This is an optimization exercise on Yosys and OpenROAD, whose aim is a short achievable clock period and few clock cycles, not a production implementation.
RTL that was checked went through simulation tests only; none was proved equivalent to the original.
No activity file was given, so power comes from the tool's default toggle rates.

==> inputs of run a <==
// manta_style
module manta_style (
    input clk,
    input rst,
    output [15:0] imem_addr,
    input  [15:0] imem_rdata,
    output [15:0] dmem_addr,
    output        dmem_we,
    output [15:0] dmem_wdata,
    input  [15:0] dmem_rdata
);
==> flow/config.mk <==
export PLATFORM = sky130hd
export DESIGN_NAME = manta_style
export DESIGN_NICKNAME = manta_style
export VERILOG_FILES = /design/flow/design.v
export SDC_FILE = /design/flow/constraint.sdc
export NUM_CORES = 4
export LEC_CHECK = 0
export CAP_MARGIN = 40
export CORE_MARGIN = 2
export CORE_UTILIZATION = 40
export PLACE_DENSITY = 0.6
export SETUP_SLACK_MARGIN = 5
export SLEW_MARGIN = 40
==> flow/constraint.sdc <==
create_clock -name core_clock -period 8.5 [get_ports {clk}]
set_input_delay 1.7000 -clock core_clock [delete_from_list [all_inputs] [get_ports {clk}]]
set_output_delay 1.7000 -clock core_clock [all_outputs]
set_load 0.01 [all_outputs]
standard.sh (not shown) runs the stock make flow with config.mk's settings and CLKGATE_MAP_FILE= SYNTH_SCRIPT=/design/flow/synth_recipe.tcl, a recipe that flattens the netlist after the stock synthesis.
==> flow/flow/run.sh <==
#!/bin/bash
set -euo pipefail
bash standard.sh SETUP_SLACK_MARGIN=5.7 "BUFFER_PORTS_ARGS=-buffer_cell sky130_fd_sc_hd__buf_4" finish > standard.log 2>&1
==> inputs of run b, as changes to run a <==
==> flow/flow/run.sh (replaced) <==
#!/bin/bash
set -euo pipefail
bash standard.sh SETUP_SLACK_MARGIN=6.0 "BUFFER_PORTS_ARGS=-buffer_cell sky130_fd_sc_hd__buf_4" finish > standard.log 2>&1
--- a/flow/config.mk
+++ b/flow/config.mk
@@ -8,6 +8,6 @@
 export CAP_MARGIN = 40
 export CORE_MARGIN = 2
-export CORE_UTILIZATION = 40
-export PLACE_DENSITY = 0.6
+export CORE_UTILIZATION = 45
+export PLACE_DENSITY = 0.65
 export SETUP_SLACK_MARGIN = 5
 export SLEW_MARGIN = 40
==> summary.txt <==
Global-route usage: run a is lower than run b (3.9 points).
First-iteration DRC count: run b is larger than run a (10%).
Register-to-register slack is about the same in run a and run b.
Of run a and run b, run b has the higher routed wire length (gap 2.4%, measured against run b).
Setup slack: run a is higher than run b (4.2 ps).
Testbench counts of run a, summed over its fixed seeds: cycles 528,626.
Testbench counts of run b, summed over its fixed seeds: cycles 528,626.

========
==> 11-08 <==
Another version of the RTL of manta_style (not shown whole).
Settings: LEC_CHECK=0, CAP_MARGIN=40, CORE_MARGIN=2, CORE_UTILIZATION=40, PLACE_DENSITY=0.6, SETUP_SLACK_MARGIN=5, SLEW_MARGIN=40; clock period 8.5 ns.
==> flow/flow/run.sh <==
#!/bin/bash
set -euo pipefail
bash standard.sh SETUP_SLACK_MARGIN=5.7 "BUFFER_PORTS_ARGS=-buffer_cell sky130_fd_sc_hd__buf_4" finish > standard.log 2>&1
==> inputs of 04-24, as changes to 11-08 <==
--- a/flow/design.v
+++ b/flow/design.v
@@ -512,16 +512,15 @@
     wire c206 = (s177 & q3_13) | (s177 & c176) | (q3_13 & c176);
     wire s207 = s179 ^ q3_14 ^ c178;
     wire c208 = (s179 & q3_14) | (s179 & c178) | (q3_14 & c178);
     wire s209 = s181 ^ q3_15 ^ c180;
     wire c210 = (s181 & q3_15) | (s181 & c180) | (q3_15 & c180);
     wire [15:0] ra = {s209, s207, s205, s203, s201, s199, s197, s195, s193, s191, s189, s187, s185, s183, q0_1, q0_0};
     wire [15:0] rb = {c208, c206, c204, c202, c200, c198, c196, c194, c192, c190, c188, c186, c184, q2_2, q1_1, 1'b0};
-    wire [16:0] sum;
-    ks_add #(.W(16), .L(4)) cpa (.a(ra), .b(rb), .cin(1'b0), .sum(sum[15:0]), .cout(sum[16]));
+    wire [16:0] sum = {1'b0, ra} + {1'b0, rb};
     assign ovf = ovf1_q | sum[16] | c182 | c210 | c8_q | c10_q | c12_q | c50_q | c52_q | c54_q | c56_q | c106_q | c108_q | c110_q | c154_q | c156_q;
     assign product = sum[15:0];
 endmodule
 module alu (
     input      [15:0] A,
     input      [15:0] B,
     input      [3:0]  shamt,
@@ -533,35 +532,35 @@
     input             op_xor,
     input             op_shl,
     input             op_shr,
     input             op_link,
     output     [15:0] sum,
     output     [15:0] out
 );
-    ks_add #(.W(16), .L(4)) add (.a(A), .b(op_sub ? ~B : B), .cin(op_sub), .sum(sum), .cout());
+    ks_add #(.W(16)) add (.a(A), .b(op_sub ? ~B : B), .cin(op_sub), .sum(sum), .cout());
     wire [15:0] shl = A << shamt;
     wire [15:0] shr = A >> shamt;
     wire [15:0] other = ({16{op_and}}  & (A & B))
                | ({16{op_or}}   & (A | B))
                | ({16{op_xor}}  & (A ^ B))
                | ({16{op_shl}}  & shl)
                | ({16{op_shr}}  & shr)
                | ({16{op_link}} & pc1);
     assign out = (op_add | op_sub) ? sum : other;
 endmodule
 module ks_add #(
-    parameter W = 16,
-    parameter L = 4              
+    parameter W = 16
 ) (
     input  [W-1:0] a,
     input  [W-1:0] b,
     input          cin,
     output [W-1:0] sum,
     output         cout
 );
+    localparam L = $clog2(W);
     wire [W-1:0] g [0:L];
     wire [W-1:0] p [0:L];
     assign p[0] = a ^ b;
     assign g[0] = (a & b) | {{(W-1){1'b0}}, (a[0] ^ b[0]) & cin};
     genvar i, j;
     generate
         for (i = 0; i < L; i = i + 1) begin : lvl
@@ -580,34 +579,31 @@
     assign cout = g[L][W-1];
 endmodule
 module register_file (
     input             clk,
     input             rst,
     input      [3:0]  rd_1,
     input      [3:0]  rd_2,
-    input      [3:0]  rd_3,
     input      [3:0]  wr,
     input      [15:0] wr_data,
     input             wr_en,
     output     [15:0] rd_1_data,
-    output     [15:0] rd_2_data,
-    output     [15:0] rd_3_data
+    output     [15:0] rd_2_data
 );
     reg [15:0] gpr [1:15];
     integer i;
     always @(posedge clk) begin
         if (rst) begin
             for (i = 1; i < 16; i = i + 1) gpr[i] <= 16'd0;
         end else if (wr_en && wr != 4'd0) begin
             gpr[wr] <= wr_data;
         end
     end
     assign rd_1_data = (rd_1 == 4'd0) ? 16'd0 : gpr[rd_1];
     assign rd_2_data = (rd_2 == 4'd0) ? 16'd0 : gpr[rd_2];
-    assign rd_3_data = (rd_3 == 4'd0) ? 16'd0 : gpr[rd_3];
 endmodule
 module manta_style (
     input clk,
     input rst,
     output [15:0] imem_addr,
     input  [15:0] imem_rdata,
     output [15:0] dmem_addr,
@@ -623,24 +619,19 @@
     wire [3:0]  f_op     = imem_rdata[15:12];
     wire        f_bne_t  = (f_op == 4'hd) && (imem_rdata[11:8] != imem_rdata[3:0]);
     wire        f_jalr_p = (f_op == 4'hf) && lr_v && (imem_rdata[11:8] == lr_rd);
     wire        f_jmp    = f_bne_t || (f_op == 4'he) || f_jalr_p;
     wire [15:0] f_off4   = {{12{imem_rdata[7]}}, imem_rdata[7:4]};
     wire [15:0] f_off    = f_op[1] ? {{8{imem_rdata[11]}}, imem_rdata[11:4]} : f_off4;
     wire [15:0] f_seq    = fa + 16'd1;
-    wire [15:0] f_tgt_j, f_tgt_r;
-    ks_add #(.W(16), .L(4)) f_add (.a(fa), .b(f_off), .cin(1'b0), .sum(f_tgt_j), .cout());
-    ks_add #(.W(16), .L(4)) r_add (.a(lr_q), .b(f_off4), .cin(1'b0), .sum(f_tgt_r), .cout());
-    wire [15:0] f_tgt    = f_jalr_p ? f_tgt_r : f_tgt_j;
+    wire [15:0] f_tgt    = f_jalr_p ? lr_q + f_off4 : fa + f_off;
     reg        d_valid;
     reg [15:0] d_ir;
     reg [15:0] d_pc1;
     reg [3:0]  d_r1, d_r2;       
-    reg [15:0] d_fb;             
-    reg        b_hm, b_hw, b_hz;  
     reg        d_jp;             
     reg [15:0] d_pbase;
     wire [3:0] d_op = d_ir[15:12];
     wire [3:0] d_ra = d_ir[11:8];
     wire [3:0] d_rb = d_ir[7:4];
     wire [3:0] d_rc = d_ir[3:0];
     wire       d_uses_a = (d_op != 4'he);
@@ -649,62 +640,48 @@
     wire       d_wr = !d_cd && (d_rc != 4'd0);
     wire       d_imm = !d_rr;                                
     wire [15:0] d_immv = (d_op == 4'hf) ? {{12{d_ir[7]}}, d_ir[7:4]} : {12'd0, d_ir[7:4]};
     reg        e_valid;
     reg        e_wr;
     reg [3:0]  e_rd;
     reg        e_late;           
-    reg [15:0] e_addr;           
-    reg        e_we;             
-    reg [15:0] e_sd;             
-    reg        e_fdm;
     reg        e_load, e_store, e_mul, e_bne, e_jalr;
     reg        e_zcmp;           
     reg        e_add, e_sub, e_and, e_or, e_xor, e_shl, e_shr, e_link;
     reg [15:0] e_a, e_b, e_s, e_pc1;
     reg        e_fam, e_faw, e_fbm, e_fbw, e_fsm, e_fsw;
     reg        e_mfam, e_mfaw, e_mfbm, e_mfbw;
     reg        e_bt;             
     reg        e_jp;             
     reg [15:0] e_pbase;
     reg        m_wr;
     reg [3:0]  m_rd;
-    reg        m_mul;
+    reg        m_load, m_mul;
+    reg        m_we;
     reg [15:0] m_res;
+    reg [15:0] m_s;
     reg        m_jmiss;          
     reg [15:0] m_jt;
     reg        w_wr;
     reg [3:0]  w_rd;
     reg [15:0] w_res;
-    reg        z_wr;             
-    reg [3:0]  z_rd;
-    reg [15:0] z_res;
-    wire [15:0] rf1, rf2, rf3;
-    wire [3:0]  f_r1 = (f_op != 4'he) ? imem_rdata[11:8] : 4'd0;
+    wire [15:0] rf1, rf2;
     register_file rf (
         .clk(clk), .rst(rst),
-        .rd_1(d_r1), .rd_2(d_r2), .rd_3(f_r1), .rd_3_data(rf3),
+        .rd_1(d_r1), .rd_2(d_r2),
         .wr(w_rd), .wr_data(w_res), .wr_en(w_wr),
         .rd_1_data(rf1), .rd_2_data(rf2)
     );
     wire [15:0] d_v1 = (w_wr && w_rd == d_r1) ? w_res : rf1;
     wire [15:0] d_v2 = (w_wr && w_rd == d_r2) ? w_res : rf2;
     wire d_he1 = e_wr && (e_rd == d_r1) && (d_r1 != 4'd0);
     wire d_he2 = e_wr && (e_rd == d_r2) && (d_r2 != 4'd0);
     wire d_hm1 = m_wr && (m_rd == d_r1) && (d_r1 != 4'd0);
     wire d_hm2 = m_wr && (m_rd == d_r2) && (d_r2 != 4'd0);
-    wire d_ls = (d_op == 4'hb) || (d_op == 4'hc);
-    wire d_stall = d_valid && ((e_late && (d_he1 || d_he2)) ||
-                               (d_ls && (d_he1 || (d_hm1 && m_mul))) ||
-                               ((d_op == 4'hc) && d_hm2 && m_mul));
-    wire [15:0] d_sd = d_hm2 ? m_res : d_v2;
-    wire [15:0] d_base = b_hm ? m_res : (b_hw ? w_res : (b_hz ? z_res : d_fb));
-    wire [3:0]  b_r1n = d_stall ? d_r1 : f_r1;      
-    wire [15:0] d_addr;
-    ks_add #(.W(16), .L(4)) agu (.a(d_base), .b({12'd0, d_ir[7:4]}), .cin(1'b0), .sum(d_addr), .cout());
+    wire d_stall = d_valid && e_late && (d_he1 || d_he2);
     wire [15:0] x_a = e_fam ? m_res : (e_faw ? w_res : e_a);
     wire [15:0] x_b = e_fbm ? m_res : (e_fbw ? w_res : e_b);
     wire [15:0] x_s = e_fsm ? m_res : (e_fsw ? w_res : e_s);
     wire [15:0] x_sum, x_out;
     alu alu (
         .A(x_a), .B(x_b), .shamt(e_b[3:0]), .pc1(e_pc1),
         .op_add(e_add), .op_sub(e_sub), .op_and(e_and), .op_or(e_or),
@@ -712,42 +689,27 @@
         .sum(x_sum), .out(x_out)
     );
     wire [15:0] mul_out;
     wire [15:0] x_ma = e_mfam ? m_res : (e_mfaw ? w_res : e_a);
     wire [15:0] x_mb = e_mfbm ? m_res : (e_mfbw ? w_res : e_b);
     wire        mul_ovf;
     multiplier3 mul (.clk(clk), .A(x_ma), .B(x_mb), .product(mul_out), .ovf(mul_ovf));
-    wire a_m = e_fam, a_w = !e_fam && e_faw, a_e = !e_fam && !e_faw;
-    wire b_m = e_fbm, b_w = !e_fbm && e_fbw, b_e = !e_fbm && !e_fbw;
-    wire s_m = e_fsm, s_w = !e_fsm && e_fsw, s_e = !e_fsm && !e_fsw;
-    wire eq_mw = (m_res == w_res);
-    wire eq_am = (e_a == m_res), eq_aw = (e_a == w_res);
-    wire eq_sm = (e_s == m_res), eq_sw = (e_s == w_res), eq_as = (e_a == e_s);
-    wire eq_bm = (e_b == m_res), eq_bw = (e_b == w_res), eq_ab = (e_a == e_b);
-    wire eq_pm = (e_pbase == m_res), eq_pw = (e_pbase == w_res), eq_pa = (e_pbase == e_a);
-    wire x_eq_as = (a_m && s_m) || (a_w && s_w) ||
-                   (a_m && s_w && eq_mw) || (a_w && s_m && eq_mw) ||
-                   (a_m && s_e && eq_sm) || (a_w && s_e && eq_sw) ||
-                   (a_e && s_m && eq_am) || (a_e && s_w && eq_aw) || (a_e && s_e && eq_as);
-    wire x_eq_ab = (a_m && b_m) || (a_w && b_w) ||
-                   (a_m && b_w && eq_mw) || (a_w && b_m && eq_mw) ||
-                   (a_m && b_e && eq_bm) || (a_w && b_e && eq_bw) ||
-                   (a_e && b_m && eq_am) || (a_e && b_w && eq_aw) || (a_e && b_e && eq_ab);
-    wire x_eq_ap = (a_m && eq_pm) || (a_w && eq_pw) || (a_e && eq_pa);
-    wire x_bmiss = e_valid && e_bne && e_bt && x_eq_as;
-    wire x_jmiss = e_valid && e_jalr && !(e_jp && x_eq_ap);
+    wire x_bmiss = e_valid && e_bne && e_bt && (x_a == x_s);
+    wire x_jmiss = e_valid && e_jalr && !(e_jp && (x_a == e_pbase));
     wire x_redir = x_bmiss || x_jmiss || m_jmiss;
     wire d_fuse = d_valid && (d_op == 4'hd) && e_valid && e_zcmp && e_wr &&
                   (((d_ra == e_rd) && (d_rc == 4'd0)) || ((d_rc == e_rd) && (d_ra == 4'd0)));
-    wire d_early = d_fuse && x_eq_ab;
-    assign dmem_addr  = e_addr;
-    assign dmem_we    = e_we;
-    assign dmem_wdata = e_fdm ? m_res : e_sd;
+    wire d_early = d_fuse && (x_a == x_b);
+    assign dmem_addr  = m_res;
+    assign dmem_we    = m_we;
+    assign dmem_wdata = m_s;
     always @(posedge clk) begin
-        if (m_jmiss) begin
+        if (rst) begin
+            fa <= 16'd0;
+        end else if (m_jmiss) begin
             fa <= m_jt;
         end else if (x_bmiss) begin
             fa <= e_pc1;
         end else if (d_early) begin
             fa <= d_pc1;
         end else if (!d_stall) begin
             fa <= f_jmp ? f_tgt : f_seq;
@@ -760,38 +722,31 @@
             lr_q  <= f_seq;
         end
         if (rst || x_redir || d_early) begin
             d_valid <= 1'b0;
         end else if (!d_stall) begin
             d_valid <= 1'b1;
         end
-        d_fb <= d_stall ? d_base : rf3;
-        b_hm <= e_wr && (e_rd == b_r1n) && (b_r1n != 4'd0);
-        b_hw <= m_wr && (m_rd == b_r1n) && (b_r1n != 4'd0);
-        b_hz <= w_wr && (w_rd == b_r1n) && (b_r1n != 4'd0);
         if (!d_stall) begin
             d_ir    <= imem_rdata;
-            d_r1    <= f_r1;
+            d_r1    <= (f_op != 4'he) ? imem_rdata[11:8] : 4'd0;
             d_r2    <= (f_op < 4'h6) ? imem_rdata[7:4] :
                        ((f_op == 4'hc) || (f_op == 4'hd)) ? imem_rdata[3:0] : 4'd0;
             d_pc1   <= f_seq;
             d_jp    <= f_jalr_p;
             d_pbase <= lr_q;
         end
         e_rd   <= d_rc;
-        e_late <= (d_op == 4'h5);
-        e_addr <= d_addr;
-        e_sd   <= d_sd;
-        e_fdm  <= d_he2 && (d_op == 4'hc);
+        e_late <= (d_op == 4'hb) || (d_op == 4'h5);
         e_load <= (d_op == 4'hb);
         e_store <= (d_op == 4'hc);
         e_mul  <= (d_op == 4'h5);
         e_bne  <= (d_op == 4'hd);
         e_jalr <= (d_op == 4'hf);
-        e_add  <= (d_op == 4'h0) || (d_op == 4'h6);
+        e_add  <= (d_op == 4'h0) || (d_op == 4'h6) || (d_op == 4'hb) || (d_op == 4'hc);
         e_sub  <= (d_op == 4'h1);
         e_zcmp <= (d_op == 4'h1) || (d_op == 4'h4);
         e_and  <= (d_op == 4'h2) || (d_op == 4'h7);
         e_or   <= (d_op == 4'h3) || (d_op == 4'h8);
         e_xor  <= (d_op == 4'h4);
         e_shl  <= (d_op == 4'h9);
         e_shr  <= (d_op == 4'ha);
@@ -812,37 +767,35 @@
         e_mfbw <= d_hm2 && (d_op == 4'h5);
         e_bt   <= (d_ra != d_rc) && !d_early;
         e_jp   <= d_jp;
         e_pbase <= d_pbase;
         if (rst || x_redir || d_stall || !d_valid) begin
             e_valid <= 1'b0;
             e_wr    <= 1'b0;
-            e_we    <= 1'b0;
         end else begin
             e_valid <= 1'b1;
             e_wr    <= d_wr;
-            e_we    <= (d_op == 4'hc);
         end
         m_rd    <= e_rd;
+        m_load  <= e_load;
         m_mul   <= e_mul;
-        m_res   <= e_load ? dmem_rdata : x_out;
-        m_jt    <= rst ? 16'd0 : x_sum;
+        m_res   <= x_out;
+        m_s     <= x_s;
+        m_jt    <= x_sum;
         if (rst) begin
             m_wr <= 1'b0;
-            m_jmiss <= 1'b1;             
+            m_we <= 1'b0;
+            m_jmiss <= 1'b0;
         end else begin
             m_jmiss <= x_jmiss;
             m_wr <= e_wr;
+            m_we <= e_valid && e_store;
         end
         w_rd  <= m_rd;
-        z_rd  <= w_rd;
-        z_res <= w_res;
-        w_res <= m_mul ? (mul_out | {16{mul_ovf}}) : m_res;
+        w_res <= m_load ? dmem_rdata : (m_mul ? (mul_out | {16{mul_ovf}}) : m_res);
         if (rst) begin
             w_wr <= 1'b0;
-            z_wr <= 1'b0;
         end else begin
             w_wr <= m_wr;
-            z_wr <= w_wr;
         end
     end
 endmodule
==> inputs of 10-25, as changes to 11-08 <==
--- a/flow/design.v
+++ b/flow/design.v
@@ -581,33 +581,36 @@
 endmodule
 module register_file (
     input             clk,
     input             rst,
     input      [3:0]  rd_1,
     input      [3:0]  rd_2,
     input      [3:0]  rd_3,
+    input      [3:0]  rd_4,
     input      [3:0]  wr,
     input      [15:0] wr_data,
     input             wr_en,
     output     [15:0] rd_1_data,
     output     [15:0] rd_2_data,
-    output     [15:0] rd_3_data
+    output     [15:0] rd_3_data,
+    output     [15:0] rd_4_data
 );
     reg [15:0] gpr [1:15];
     integer i;
     always @(posedge clk) begin
         if (rst) begin
             for (i = 1; i < 16; i = i + 1) gpr[i] <= 16'd0;
         end else if (wr_en && wr != 4'd0) begin
             gpr[wr] <= wr_data;
         end
     end
     assign rd_1_data = (rd_1 == 4'd0) ? 16'd0 : gpr[rd_1];
     assign rd_2_data = (rd_2 == 4'd0) ? 16'd0 : gpr[rd_2];
     assign rd_3_data = (rd_3 == 4'd0) ? 16'd0 : gpr[rd_3];
+    assign rd_4_data = (rd_4 == 4'd0) ? 16'd0 : gpr[rd_4];
 endmodule
 module manta_style (
     input clk,
     input rst,
     output [15:0] imem_addr,
     input  [15:0] imem_rdata,
     output [15:0] dmem_addr,
@@ -617,15 +620,16 @@
 );
     reg [15:0] fa;               
     reg        lr_v;             
     reg [3:0]  lr_rd;            
     reg [15:0] lr_q;
     assign imem_addr = fa;
     wire [3:0]  f_op     = imem_rdata[15:12];
-    wire        f_bne_t  = (f_op == 4'hd) && (imem_rdata[11:8] != imem_rdata[3:0]);
+    wire        f_pnt;            
+    wire        f_bne_t  = (f_op == 4'hd) && (imem_rdata[11:8] != imem_rdata[3:0]) && !f_pnt;
     wire        f_jalr_p = (f_op == 4'hf) && lr_v && (imem_rdata[11:8] == lr_rd);
     wire        f_jmp    = f_bne_t || (f_op == 4'he) || f_jalr_p;
     wire [15:0] f_off4   = {{12{imem_rdata[7]}}, imem_rdata[7:4]};
     wire [15:0] f_off    = f_op[1] ? {{8{imem_rdata[11]}}, imem_rdata[11:4]} : f_off4;
     wire [15:0] f_seq    = fa + 16'd1;
     wire [15:0] f_tgt_j, f_tgt_r;
     ks_add #(.W(16), .L(4)) f_add (.a(fa), .b(f_off), .cin(1'b0), .sum(f_tgt_j), .cout());
@@ -633,14 +637,18 @@
     wire [15:0] f_tgt    = f_jalr_p ? f_tgt_r : f_tgt_j;
     reg        d_valid;
     reg [15:0] d_ir;
     reg [15:0] d_pc1;
     reg [3:0]  d_r1, d_r2;       
     reg [15:0] d_fb;             
     reg        b_hm, b_hw, b_hz;  
+    reg [15:0] d_fb2;            
+    reg        d_pok;            
+    reg        c_hm, c_hw, c_hz;  
+    reg        d_pnt;            
     reg        d_jp;             
     reg [15:0] d_pbase;
     wire [3:0] d_op = d_ir[15:12];
     wire [3:0] d_ra = d_ir[11:8];
     wire [3:0] d_rb = d_ir[7:4];
     wire [3:0] d_rc = d_ir[3:0];
     wire       d_uses_a = (d_op != 4'he);
@@ -674,19 +682,20 @@
     reg [15:0] m_jt;
     reg        w_wr;
     reg [3:0]  w_rd;
     reg [15:0] w_res;
     reg        z_wr;             
     reg [3:0]  z_rd;
     reg [15:0] z_res;
-    wire [15:0] rf1, rf2, rf3;
+    wire [15:0] rf1, rf2, rf3, rf4;
     wire [3:0]  f_r1 = (f_op != 4'he) ? imem_rdata[11:8] : 4'd0;
     register_file rf (
         .clk(clk), .rst(rst),
         .rd_1(d_r1), .rd_2(d_r2), .rd_3(f_r1), .rd_3_data(rf3),
+        .rd_4(imem_rdata[7:4]), .rd_4_data(rf4),
         .wr(w_rd), .wr_data(w_res), .wr_en(w_wr),
         .rd_1_data(rf1), .rd_2_data(rf2)
     );
     wire [15:0] d_v1 = (w_wr && w_rd == d_r1) ? w_res : rf1;
     wire [15:0] d_v2 = (w_wr && w_rd == d_r2) ? w_res : rf2;
     wire d_he1 = e_wr && (e_rd == d_r1) && (d_r1 != 4'd0);
     wire d_he2 = e_wr && (e_rd == d_r2) && (d_r2 != 4'd0);
@@ -695,14 +704,21 @@
     wire d_ls = (d_op == 4'hb) || (d_op == 4'hc);
     wire d_stall = d_valid && ((e_late && (d_he1 || d_he2)) ||
                                (d_ls && (d_he1 || (d_hm1 && m_mul))) ||
                                ((d_op == 4'hc) && d_hm2 && m_mul));
     wire [15:0] d_sd = d_hm2 ? m_res : d_v2;
     wire [15:0] d_base = b_hm ? m_res : (b_hw ? w_res : (b_hz ? z_res : d_fb));
     wire [3:0]  b_r1n = d_stall ? d_r1 : f_r1;      
+    wire [3:0]  c_r2n = d_stall ? d_rb : imem_rdata[7:4];
+    wire d_zc = d_valid && ((d_op == 4'h1) || (d_op == 4'h4)) && (d_rc != 4'd0) &&
+                !(e_wr && (((e_rd == d_ra) && (d_ra != 4'd0)) || ((e_rd == d_rb) && (d_rb != 4'd0))));
+    wire d_zeq = d_zc && d_pok && (d_fb == d_fb2) && !(b_hm || b_hw || b_hz || c_hm || c_hw || c_hz);
+    assign f_pnt = d_zeq && (f_op == 4'hd) &&
+                   (((imem_rdata[11:8] == d_rc) && (imem_rdata[3:0] == 4'd0)) ||
+                    ((imem_rdata[3:0] == d_rc) && (imem_rdata[11:8] == 4'd0)));
     wire [15:0] d_addr;
     ks_add #(.W(16), .L(4)) agu (.a(d_base), .b({12'd0, d_ir[7:4]}), .cin(1'b0), .sum(d_addr), .cout());
     wire [15:0] x_a = e_fam ? m_res : (e_faw ? w_res : e_a);
     wire [15:0] x_b = e_fbm ? m_res : (e_fbw ? w_res : e_b);
     wire [15:0] x_s = e_fsm ? m_res : (e_fsw ? w_res : e_s);
     wire [15:0] x_sum, x_out;
     alu alu (
@@ -712,42 +728,27 @@
         .sum(x_sum), .out(x_out)
     );
     wire [15:0] mul_out;
     wire [15:0] x_ma = e_mfam ? m_res : (e_mfaw ? w_res : e_a);
     wire [15:0] x_mb = e_mfbm ? m_res : (e_mfbw ? w_res : e_b);
     wire        mul_ovf;
     multiplier3 mul (.clk(clk), .A(x_ma), .B(x_mb), .product(mul_out), .ovf(mul_ovf));
-    wire a_m = e_fam, a_w = !e_fam && e_faw, a_e = !e_fam && !e_faw;
-    wire b_m = e_fbm, b_w = !e_fbm && e_fbw, b_e = !e_fbm && !e_fbw;
-    wire s_m = e_fsm, s_w = !e_fsm && e_fsw, s_e = !e_fsm && !e_fsw;
-    wire eq_mw = (m_res == w_res);
-    wire eq_am = (e_a == m_res), eq_aw = (e_a == w_res);
-    wire eq_sm = (e_s == m_res), eq_sw = (e_s == w_res), eq_as = (e_a == e_s);
-    wire eq_bm = (e_b == m_res), eq_bw = (e_b == w_res), eq_ab = (e_a == e_b);
-    wire eq_pm = (e_pbase == m_res), eq_pw = (e_pbase == w_res), eq_pa = (e_pbase == e_a);
-    wire x_eq_as = (a_m && s_m) || (a_w && s_w) ||
-                   (a_m && s_w && eq_mw) || (a_w && s_m && eq_mw) ||
-                   (a_m && s_e && eq_sm) || (a_w && s_e && eq_sw) ||
-                   (a_e && s_m && eq_am) || (a_e && s_w && eq_aw) || (a_e && s_e && eq_as);
-    wire x_eq_ab = (a_m && b_m) || (a_w && b_w) ||
-                   (a_m && b_w && eq_mw) || (a_w && b_m && eq_mw) ||
-                   (a_m && b_e && eq_bm) || (a_w && b_e && eq_bw) ||
-                   (a_e && b_m && eq_am) || (a_e && b_w && eq_aw) || (a_e && b_e && eq_ab);
-    wire x_eq_ap = (a_m && eq_pm) || (a_w && eq_pw) || (a_e && eq_pa);
-    wire x_bmiss = e_valid && e_bne && e_bt && x_eq_as;
-    wire x_jmiss = e_valid && e_jalr && !(e_jp && x_eq_ap);
+    wire x_bmiss = e_valid && e_bne && e_bt && (x_a == x_s);
+    wire x_jmiss = e_valid && e_jalr && !(e_jp && (x_a == e_pbase));
     wire x_redir = x_bmiss || x_jmiss || m_jmiss;
     wire d_fuse = d_valid && (d_op == 4'hd) && e_valid && e_zcmp && e_wr &&
                   (((d_ra == e_rd) && (d_rc == 4'd0)) || ((d_rc == e_rd) && (d_ra == 4'd0)));
-    wire d_early = d_fuse && x_eq_ab;
+    wire d_early = d_fuse && !d_pnt && (x_a == x_b);
     assign dmem_addr  = e_addr;
     assign dmem_we    = e_we;
     assign dmem_wdata = e_fdm ? m_res : e_sd;
     always @(posedge clk) begin
-        if (m_jmiss) begin
+        if (rst) begin
+            fa <= 16'd0;
+        end else if (m_jmiss) begin
             fa <= m_jt;
         end else if (x_bmiss) begin
             fa <= e_pc1;
         end else if (d_early) begin
             fa <= d_pc1;
         end else if (!d_stall) begin
             fa <= f_jmp ? f_tgt : f_seq;
@@ -761,24 +762,30 @@
         end
         if (rst || x_redir || d_early) begin
             d_valid <= 1'b0;
         end else if (!d_stall) begin
             d_valid <= 1'b1;
         end
         d_fb <= d_stall ? d_base : rf3;
+        d_fb2 <= rf4;
+        d_pok <= !d_stall;
+        c_hm <= e_wr && (e_rd == c_r2n) && (c_r2n != 4'd0);
+        c_hw <= m_wr && (m_rd == c_r2n) && (c_r2n != 4'd0);
+        c_hz <= w_wr && (w_rd == c_r2n) && (c_r2n != 4'd0);
         b_hm <= e_wr && (e_rd == b_r1n) && (b_r1n != 4'd0);
         b_hw <= m_wr && (m_rd == b_r1n) && (b_r1n != 4'd0);
         b_hz <= w_wr && (w_rd == b_r1n) && (b_r1n != 4'd0);
         if (!d_stall) begin
             d_ir    <= imem_rdata;
             d_r1    <= f_r1;
             d_r2    <= (f_op < 4'h6) ? imem_rdata[7:4] :
                        ((f_op == 4'hc) || (f_op == 4'hd)) ? imem_rdata[3:0] : 4'd0;
             d_pc1   <= f_seq;
             d_jp    <= f_jalr_p;
+            d_pnt   <= f_pnt;
             d_pbase <= lr_q;
         end
         e_rd   <= d_rc;
         e_late <= (d_op == 4'h5);
         e_addr <= d_addr;
         e_sd   <= d_sd;
         e_fdm  <= d_he2 && (d_op == 4'hc);
@@ -806,33 +813,33 @@
         e_fbw  <= d_hm2 && !d_imm;
         e_fsm  <= d_he2;
         e_fsw  <= d_hm2;
         e_mfam <= d_he1 && (d_op == 4'h5);
         e_mfaw <= d_hm1 && (d_op == 4'h5);
         e_mfbm <= d_he2 && (d_op == 4'h5);
         e_mfbw <= d_hm2 && (d_op == 4'h5);
-        e_bt   <= (d_ra != d_rc) && !d_early;
+        e_bt   <= (d_ra != d_rc) && !d_early && !d_pnt;
         e_jp   <= d_jp;
         e_pbase <= d_pbase;
         if (rst || x_redir || d_stall || !d_valid) begin
             e_valid <= 1'b0;
             e_wr    <= 1'b0;
             e_we    <= 1'b0;
         end else begin
             e_valid <= 1'b1;
             e_wr    <= d_wr;
             e_we    <= (d_op == 4'hc);
         end
         m_rd    <= e_rd;
         m_mul   <= e_mul;
         m_res   <= e_load ? dmem_rdata : x_out;
-        m_jt    <= rst ? 16'd0 : x_sum;
+        m_jt    <= x_sum;
         if (rst) begin
             m_wr <= 1'b0;
-            m_jmiss <= 1'b1;             
+            m_jmiss <= 1'b0;
         end else begin
             m_jmiss <= x_jmiss;
             m_wr <= e_wr;
         end
         w_rd  <= m_rd;
         z_rd  <= w_rd;
         z_res <= w_res;
==> comparison table <==
Status: 11-08 finished clean; 10-25 finished clean; 04-24 finished clean
Mapped Avg Cell Area: 11-08 10.6 sq um; 10-25 10.9 sq um; 04-24 11.0 sq um
Sequential element share of the synthesized area: 11-08 40.1%; 10-25 39.9%; 04-24 44.9%
Wire length after detailed routing: 11-08 163000 microns; 10-25 174000 microns; 04-24 124000 microns
Routed via count: 11-08 35.0k; 10-25 36.1k; 04-24 27.6k
Kind of end point of the critical path: 11-08 flop; 10-25 output pin; 04-24 flop
Average routed wire per standard cell: 11-08 28.5 microns; 10-25 30.1 microns; 04-24 26.4 microns
Initial antenna violation count: 11-08 7; 10-25 7; 04-24 4
Count of flip-flops with a built-in enable after synthesis: 11-08 345; 10-25 330; 04-24 333
Capture point of the worst reg-to-reg path: 11-08 mul.q0_15; 10-25 e_wr; 04-24 w_res[3]
Pleak: 11-08 21.2 nW; 10-25 22.0 nW; 04-24 17.8 nW
Top fanout value on the critical path: 11-08 3; 10-25 8; 04-24 5
Sw Ratio: 11-08 34.8%; 10-25 33.4%; 04-24 33.3%
Switching Power: 11-08 4.02 mW; 10-25 3.84 mW; 04-24 3.35 mW
Number of distinct standard cells referenced by the synthesized netlist: 11-08 103; 10-25 89; 04-24 90
Primary FF master, synth: 11-08 sky130_fd_sc_hd__edfxtp_1; 10-25 sky130_fd_sc_hd__dfxtp_1; 04-24 sky130_fd_sc_hd__edfxtp_1
Simple-gate share of the synthesized area: 11-08 15.0%; 10-25 13.3%; 04-24 14.2%
Core ar.: 11-08 104000 sq um; 10-25 106000 sq um; 04-24 86900 sq um
Placement-stage cell area: 11-08 44600 sq um; 10-25 45500 sq um; 04-24 37800 sq um
Final standard cell count with taps included and fillers excluded: 11-08 5733; 10-25 5776; 04-24 4712
Slew Limit Headroom: 11-08 37.6%; 10-25 38.7%; 04-24 43.0%
1st-iter DRT viols: 11-08 4910; 10-25 4965; 04-24 3340
First-pass GRT wire length: 11-08 232000 microns; 10-25 247000 microns; 04-24 182000 microns
Testbench counts of 11-08, summed over its fixed seeds: cycles 529,138.
Testbench counts of 10-25, summed over its fixed seeds: cycles 525,453.
Function not checked in 04-24: the RTL went through the layout flow alone.

## port drivers added, routing unchanged
In the flow no input, the clock included, has a driving cell. The finished layouts below were timed again as built, in two steps. Step 1 (the two cells are an assumption about what drives the block):
set clk [get_ports {clk}]
set_driving_cell -lib_cell sky130_fd_sc_hd__clkbuf_16 $clk
set_driving_cell -lib_cell sky130_fd_sc_hd__buf_2 [delete_from_list [all_inputs] $clk]
Step 2 adds t to the input delays and takes it off the output delays; t is the mean of the earliest and latest rising clock arrival at the registers after step 1. Input paths then give back, and output paths get back, about the clock's delay inside the block. Slacks: ideal ports / drivers / drivers and shift; pairs: ideal ports / drivers.
run	t, ns	setup WS [ns]	worst register clock-pin slew, ns	pins driven straight from the clock port
run a	0.730	5.098 / 5.025 / 4.397	0.07 / 0.07	1
run b	0.692	5.094 / 5.025 / 4.409	0.07 / 0.07	1
11-08	0.720	4.883 / 4.800 / 4.080	0.07 / 0.07	1
04-24	0.672	4.925 / 4.945 / 4.272	0.07 / 0.07	1
10-25	0.748	4.991 / 4.904 / 4.156	0.07 / 0.07	1
After both steps setup and hold are still met in every run listed. The setup slack of 10-25, which loses most, moves by -0.087 ns with the drivers and by -0.835 ns with both steps.
